This is an optimization exercise on Yosys and OpenROAD, whose aim is small area, not a production implementation. Only simulation tests tie the RTL to the original design; equivalence was not proved. The flow treats the clock pin as an ideal source, which a real chip does not have. Power and IR drop assume default switching activity.

rev 12:
==> flow/design.v <==
module parking_management_system (
    input wire clk,
    input wire reset,
    input wire car_entered,
    input wire car_exited,
    input wire is_uni_car_entered,
    input wire is_uni_car_exited,
    output wire [9:0] uni_parked_car,
    output wire [9:0] parked_car,
    output wire [9:0] uni_vacated_space,
    output wire [9:0] vacated_space,
    output reg uni_is_vacated_space,
    output reg is_vacated_space
);
    genvar gi;
    reg [8:0] uni_cnt;
    reg [8:0] non_cnt;
    assign uni_parked_car    = {1'b0, uni_cnt};
    assign parked_car        = {1'b0, non_cnt};
    assign uni_vacated_space = {1'b0, 9'd500 - uni_cnt};   
    assign vacated_space     = 10'd200 - {1'b0, non_cnt};
    reg [17:0] lfsr;
    reg        half;
    reg [2:0]  seg;    
    wire hit      = ((lfsr ^ 18'h0a33c) & 18'h3dbf7) == 18'd0;
    wire seg_last = seg[2] & ~seg[1];
    wire [17:0] lfsr_next = {lfsr[16:0], lfsr[17] ^ lfsr[6]} ^ {7'd0, hit, 10'd0};
    wire non_full =
        (~seg[2] & ~seg[1] & (&{non_cnt[7:6], non_cnt[3]}))                         
      | (~seg[2] &  seg[1] & (&{non_cnt[7:3], non_cnt[1]}))                         
      | ( seg[2] &  seg[0] & (&{non_cnt[8], non_cnt[5], non_cnt[3], non_cnt[2]}))   
      | ( seg[1] & ~seg[0] & (&{non_cnt[8], non_cnt[6], non_cnt[4:1]}))             
      | ( seg[2] & ~seg[1] & (&{non_cnt[8:4], non_cnt[2]}));                        
    wire uni_room = ~&{uni_cnt[8:4], uni_cnt[2]};
    localparam [9:0] TOT_K = 10'd324;
    wire [9:0] tot_s = {1'b0, uni_cnt} ^ {1'b0, non_cnt} ^ TOT_K;
    wire [9:0] tot_g = ({1'b0, uni_cnt} & {1'b0, non_cnt}) | (({1'b0, uni_cnt} | {1'b0, non_cnt}) & TOT_K);
    wire [10:0] tot_c;
    assign tot_c[0] = 1'b0;
    generate for (gi = 0; gi < 10; gi = gi + 1) begin : g_tot
        wire b = (gi == 0) ? 1'b0 : tot_g[gi-1];
        assign tot_c[gi+1] = (tot_s[gi] & b) | (tot_c[gi] & (tot_s[gi] | b));
    end endgenerate
    wire tot_room = ~(tot_c[10] | tot_g[9]);
    wire uni_ok   = uni_room & tot_room;
    wire non_ok   = ~non_full & tot_room;
    wire uni_in   = car_entered & is_uni_car_entered;
    wire uni_out  = ~uni_in & car_exited & is_uni_car_exited;
    wire non_in   = car_entered & ~is_uni_car_entered & ~(car_exited & is_uni_car_exited);
    wire non_out  = ~car_entered & car_exited & ~is_uni_car_exited;
    wire [9:0] uni_ones, uni_zero, non_ones, non_zero;
    assign uni_ones[0] = 1'b1;
    assign uni_zero[0] = 1'b1;
    assign non_ones[0] = 1'b1;
    assign non_zero[0] = 1'b1;
    generate for (gi = 0; gi < 9; gi = gi + 1) begin : g_chain
        assign uni_ones[gi+1] = uni_ones[gi] & uni_cnt[gi];
        assign uni_zero[gi+1] = uni_zero[gi] & ~uni_cnt[gi];
        assign non_ones[gi+1] = non_ones[gi] & non_cnt[gi];
        assign non_zero[gi+1] = non_zero[gi] & ~non_cnt[gi];
    end endgenerate
    wire uni_nz = ~uni_zero[9];
    wire non_nz = ~non_zero[9];
    wire uni_up = uni_in & uni_ok;
    wire uni_dn = uni_out & uni_nz;
    wire non_up = non_in & non_ok;
    wire non_dn = non_out & non_nz;
    wire [8:0] uni_tgl = ({9{uni_up}} & uni_ones[8:0]) | ({9{uni_dn}} & uni_zero[8:0]);
    wire [8:0] non_tgl = ({9{non_up}} & non_ones[8:0]) | ({9{non_dn}} & non_zero[8:0]);
    always @(posedge clk or posedge reset) begin
        if (reset) begin
            uni_cnt <= 9'd0;
            non_cnt <= 9'd0;
            uni_is_vacated_space <= 1'b1;
            is_vacated_space <= 1'b1;
            lfsr <= 18'h0509e;
            half <= 1'b0;
            seg <= 3'b000;
        end else begin
            lfsr <= lfsr_next;
            if (hit & ~seg_last) begin
                half <= ~half;
                if (half)
                    seg <= {seg[1:0], ~seg[2]};
            end
            uni_cnt <= uni_cnt ^ uni_tgl;
            non_cnt <= non_cnt ^ non_tgl;
            if (uni_in | non_in) begin
                uni_is_vacated_space <= uni_ok;
                is_vacated_space <= non_ok;
            end else begin
                if (uni_out & uni_nz) uni_is_vacated_space <= 1'b1;
                if (non_out & non_nz) is_vacated_space <= 1'b1;
            end
        end
    end
endmodule
export LEC_CHECK = 0
export CAP_MARGIN = 20
export CORE_MARGIN = 2
export CORE_UTILIZATION = 40
export SLEW_MARGIN = 20
create_clock -name core_clock -period 10.0 [get_ports {clk}]
standard.sh (not shown) runs the stock make flow with config.mk's settings and CLKGATE_MAP_FILE= SYNTH_SCRIPT=/design/flow/synth_recipe.tcl, a recipe that flattens the netlist after the stock synthesis.
==> flow/flow/run.sh <==
#!/bin/bash
# Own layout flow:
#  1. the standard synthesis (standard.sh synth);
#  2. an area-oriented re-mapping of its combinational logic with ABC
#     (registers, their names and cell types untouched): three passes of four
#     differently seeded runs each, every pass starting from the smallest
#     netlist so far, keeping the smallest;
#  3. the standard layout steps, with the smallest buffer on the ports, a
#     clock tree without dummy loads, its root and its lightly loaded leaf
#     buffers resized afterwards.
# Each tool writes its full output to a log_*.log file here.
set -euo pipefail
HERE=$(pwd)
RES=$HERE/orfs/results/$FLOW_PLATFORM/parking_management_system/base
LIB=$FLOW_HOME/platforms/sky130hd/lib/sky130_fd_sc_hd__tt_025C_1v80.lib

bash standard.sh synth > $HERE/log_synth.log 2>&1
cp $RES/1_2_yosys.v $HERE/std_1_2_yosys.v

best=$HERE/std_1_2_yosys.v; best_area=1e99
resyn_pass() {  # $1 = pass name, $2 = input netlist
  local p=$1 in=$2 s n a
  for s in $HERE/flow/${p}_*.abc; do
    n=$(basename $s .abc)
    mkdir -p $HERE/resyn_$n
    ( LIB=$LIB NET_IN=$in NET_OUT=$HERE/resyn_$n/out.v ABC_SCRIPT=$s LOGDIR=$HERE/resyn_$n \
        yosys -c $HERE/flow/resyn.tcl > $HERE/log_resyn_$n.log 2>&1 || true ) &
  done
  wait
  for s in $HERE/flow/${p}_*.abc; do
    n=$(basename $s .abc)
    [[ -f $HERE/resyn_$n/out.v && -f $HERE/resyn_$n/resyn_after.stat ]] || continue
    a=$(awk '/Chip area/ {print $NF}' $HERE/resyn_$n/resyn_after.stat)
    echo "$n $a" >> $HERE/resyn_areas.txt
    if awk -v a=$a -v b=$best_area 'BEGIN{exit !(a<b)}'; then best=$HERE/resyn_$n/out.v; best_area=$a; fi
  done
}
resyn_pass p1 $HERE/std_1_2_yosys.v
resyn_pass p2 $best
resyn_pass p3 $best
echo "chosen $best $best_area" >> $HERE/resyn_areas.txt
cp $best $RES/1_2_yosys.v
touch $RES/1_2_yosys.v

bash standard.sh BUFFER_PORTS_ARGS="-buffer_cell sky130_fd_sc_hd__buf_1" CTS_ARGS="$(cat $HERE/flow/cts_args)" \
  POST_CTS_TCL=$HERE/flow/post_cts.tcl $(cat $HERE/flow/clk_cells) finish > $HERE/log_finish.log 2>&1
Other scripts of this flow, unchanged in this note and not shown: flow/flow/clk_cells, flow/flow/cts_args, flow/flow/p1_1.abc, flow/flow/p1_2.abc, flow/flow/p1_3.abc, flow/flow/p1_4.abc, flow/flow/p2_1.abc, flow/flow/p2_2.abc, flow/flow/p2_3.abc, flow/flow/p2_4.abc, flow/flow/p3_1.abc, flow/flow/p3_2.abc, flow/flow/p3_3.abc, flow/flow/p3_4.abc, flow/flow/post_cts.tcl, flow/flow/resyn.tcl
Inputs modified between rev 12 and rev 13:
-- flow/design.v --
<<< rev 12, line 20
    assign uni_vacated_space = {1'b0, 9'd500 - uni_cnt};   
    assign vacated_space     = 10'd200 - {1'b0, non_cnt};
    reg [17:0] lfsr;
    reg        half;
    reg [2:0]  seg;    
    wire hit      = ((lfsr ^ 18'h0a33c) & 18'h3dbf7) == 18'd0;
    wire seg_last = seg[2] & ~seg[1];
    wire [17:0] lfsr_next = {lfsr[16:0], lfsr[17] ^ lfsr[6]} ^ {7'd0, hit, 10'd0};
    wire non_full =
        (~seg[2] & ~seg[1] & (&{non_cnt[7:6], non_cnt[3]}))                         
      | (~seg[2] &  seg[1] & (&{non_cnt[7:3], non_cnt[1]}))                         
      | ( seg[2] &  seg[0] & (&{non_cnt[8], non_cnt[5], non_cnt[3], non_cnt[2]}))   
      | ( seg[1] & ~seg[0] & (&{non_cnt[8], non_cnt[6], non_cnt[4:1]}))             
      | ( seg[2] & ~seg[1] & (&{non_cnt[8:4], non_cnt[2]}));                        
    wire uni_room = ~&{uni_cnt[8:4], uni_cnt[2]};
    localparam [9:0] TOT_K = 10'd324;
>>> rev 13, line 20
    assign uni_vacated_space = {1'b0, 9'd500 - uni_cnt};   
    assign vacated_space     = 10'd200 - {1'b0, non_cnt};
    reg [16:0] lfsr;
    reg [3:0]  seg;
    wire hit      = ((lfsr ^ 17'h10637) & 17'h1dbff) == 17'd0;
    wire seg_last = &seg;
    wire [16:0] lfsr_next = {lfsr[15:0], ~(lfsr[16] ^ lfsr[5])} ^ {10'd0, hit, 6'd0};
    wire lim250 = seg[3] | (seg[2] & seg[1]);               
    wire lim300 = seg[3] & (seg[2] | seg[1] | seg[0]);      
    wire lim350 = seg[3] & seg[2];                          
    wire lim500 = &seg;                                     
    reg non_full;
    always @(*) begin
        if (lim500)      non_full = &{non_cnt[8:4], non_cnt[2]};                            
        else if (lim350) non_full = &{non_cnt[8], non_cnt[6], non_cnt[4:1]};                
        else if (lim300) non_full = &{non_cnt[8], non_cnt[5], non_cnt[3], non_cnt[2]};      
        else if (lim250) non_full = &{non_cnt[7:3], non_cnt[1]};                            
        else             non_full = &{non_cnt[7:6], non_cnt[3]};                            
    end
    wire uni_room = ~&{uni_cnt[8:4], uni_cnt[2]};
    localparam [9:0] TOT_K = 10'd324;
<<< rev 12, line 74
            uni_is_vacated_space <= 1'b1;
            is_vacated_space <= 1'b1;
            lfsr <= 18'h0509e;
            half <= 1'b0;
            seg <= 3'b000;
        end else begin
            lfsr <= lfsr_next;
            if (hit & ~seg_last) begin
                half <= ~half;
                if (half)
                    seg <= {seg[1:0], ~seg[2]};
            end
            uni_cnt <= uni_cnt ^ uni_tgl;
            non_cnt <= non_cnt ^ non_tgl;
>>> rev 13, line 79
            uni_is_vacated_space <= 1'b1;
            is_vacated_space <= 1'b1;
            lfsr <= 17'h0030b;
            seg <= 4'd0;
        end else begin
            lfsr <= lfsr_next;
            if (hit & ~seg_last)
                seg <= seg + 4'd1;
            uni_cnt <= uni_cnt ^ uni_tgl;
            non_cnt <= non_cnt ^ non_tgl;
- In the final design statistics, rev 13 uses fewer standard cells in total than rev 12.
- Relative to rev 12, critical path depth decreased by 6 in rev 13.
- Power density over the cells of rev 13 exceeds that of rev 12 by a few percent.
- Diff rev 12 -> rev 13: combined area of all synthesized cells +24 um^2, power grew by about 5%, part of the cycle the worst path needs rose by 1.1 points, count of filler cells inserted in the layout went up by 15, area overhead of the layout relative to synthesis lost 0.19 points.
- On clock insertion delay at the later pin of the skew report, rev 13 tracks rev 12 almost exactly.
- Relative to rev 12, final critical delay including setup and external delays increased by 0.11 ns in rev 13.

[separate check: timing with driven ports]
In the flow no input, the clock included, has a driving cell. The finished layouts below were timed again as built, in two steps. Step 1: set_driving_cell puts a clkbuf_16 on clk and a buf_2 on each other input, an assumption about the parent block. Step 2 adds t to the input delays and takes it off the output delays; t is the mean of the earliest and latest rising clock arrival at the registers after step 1. Input paths then give back, and output paths get back, about the clock's delay inside the block. Slacks: ideal / step 1 / step 2; pairs: ideal / step 1.
run | t, ns | setup slack, ns | clock arrival spread, ns | worst data-port slew with drivers (ns) | pins driven straight from the clock port
rev 12 | 0.366 | 5.577 / 5.581 / 5.215 | 0.041 / 0.040 | 0.03 | 1
rev 13 | 0.355 | 5.463 / 5.440 / 5.795 | 0.028 / 0.028 | 0.03 | 1
After both steps setup and hold are still met in every run listed. The setup slack of rev 12, which loses most, moves by +0.004 ns with the drivers and by -0.362 ns with both steps.
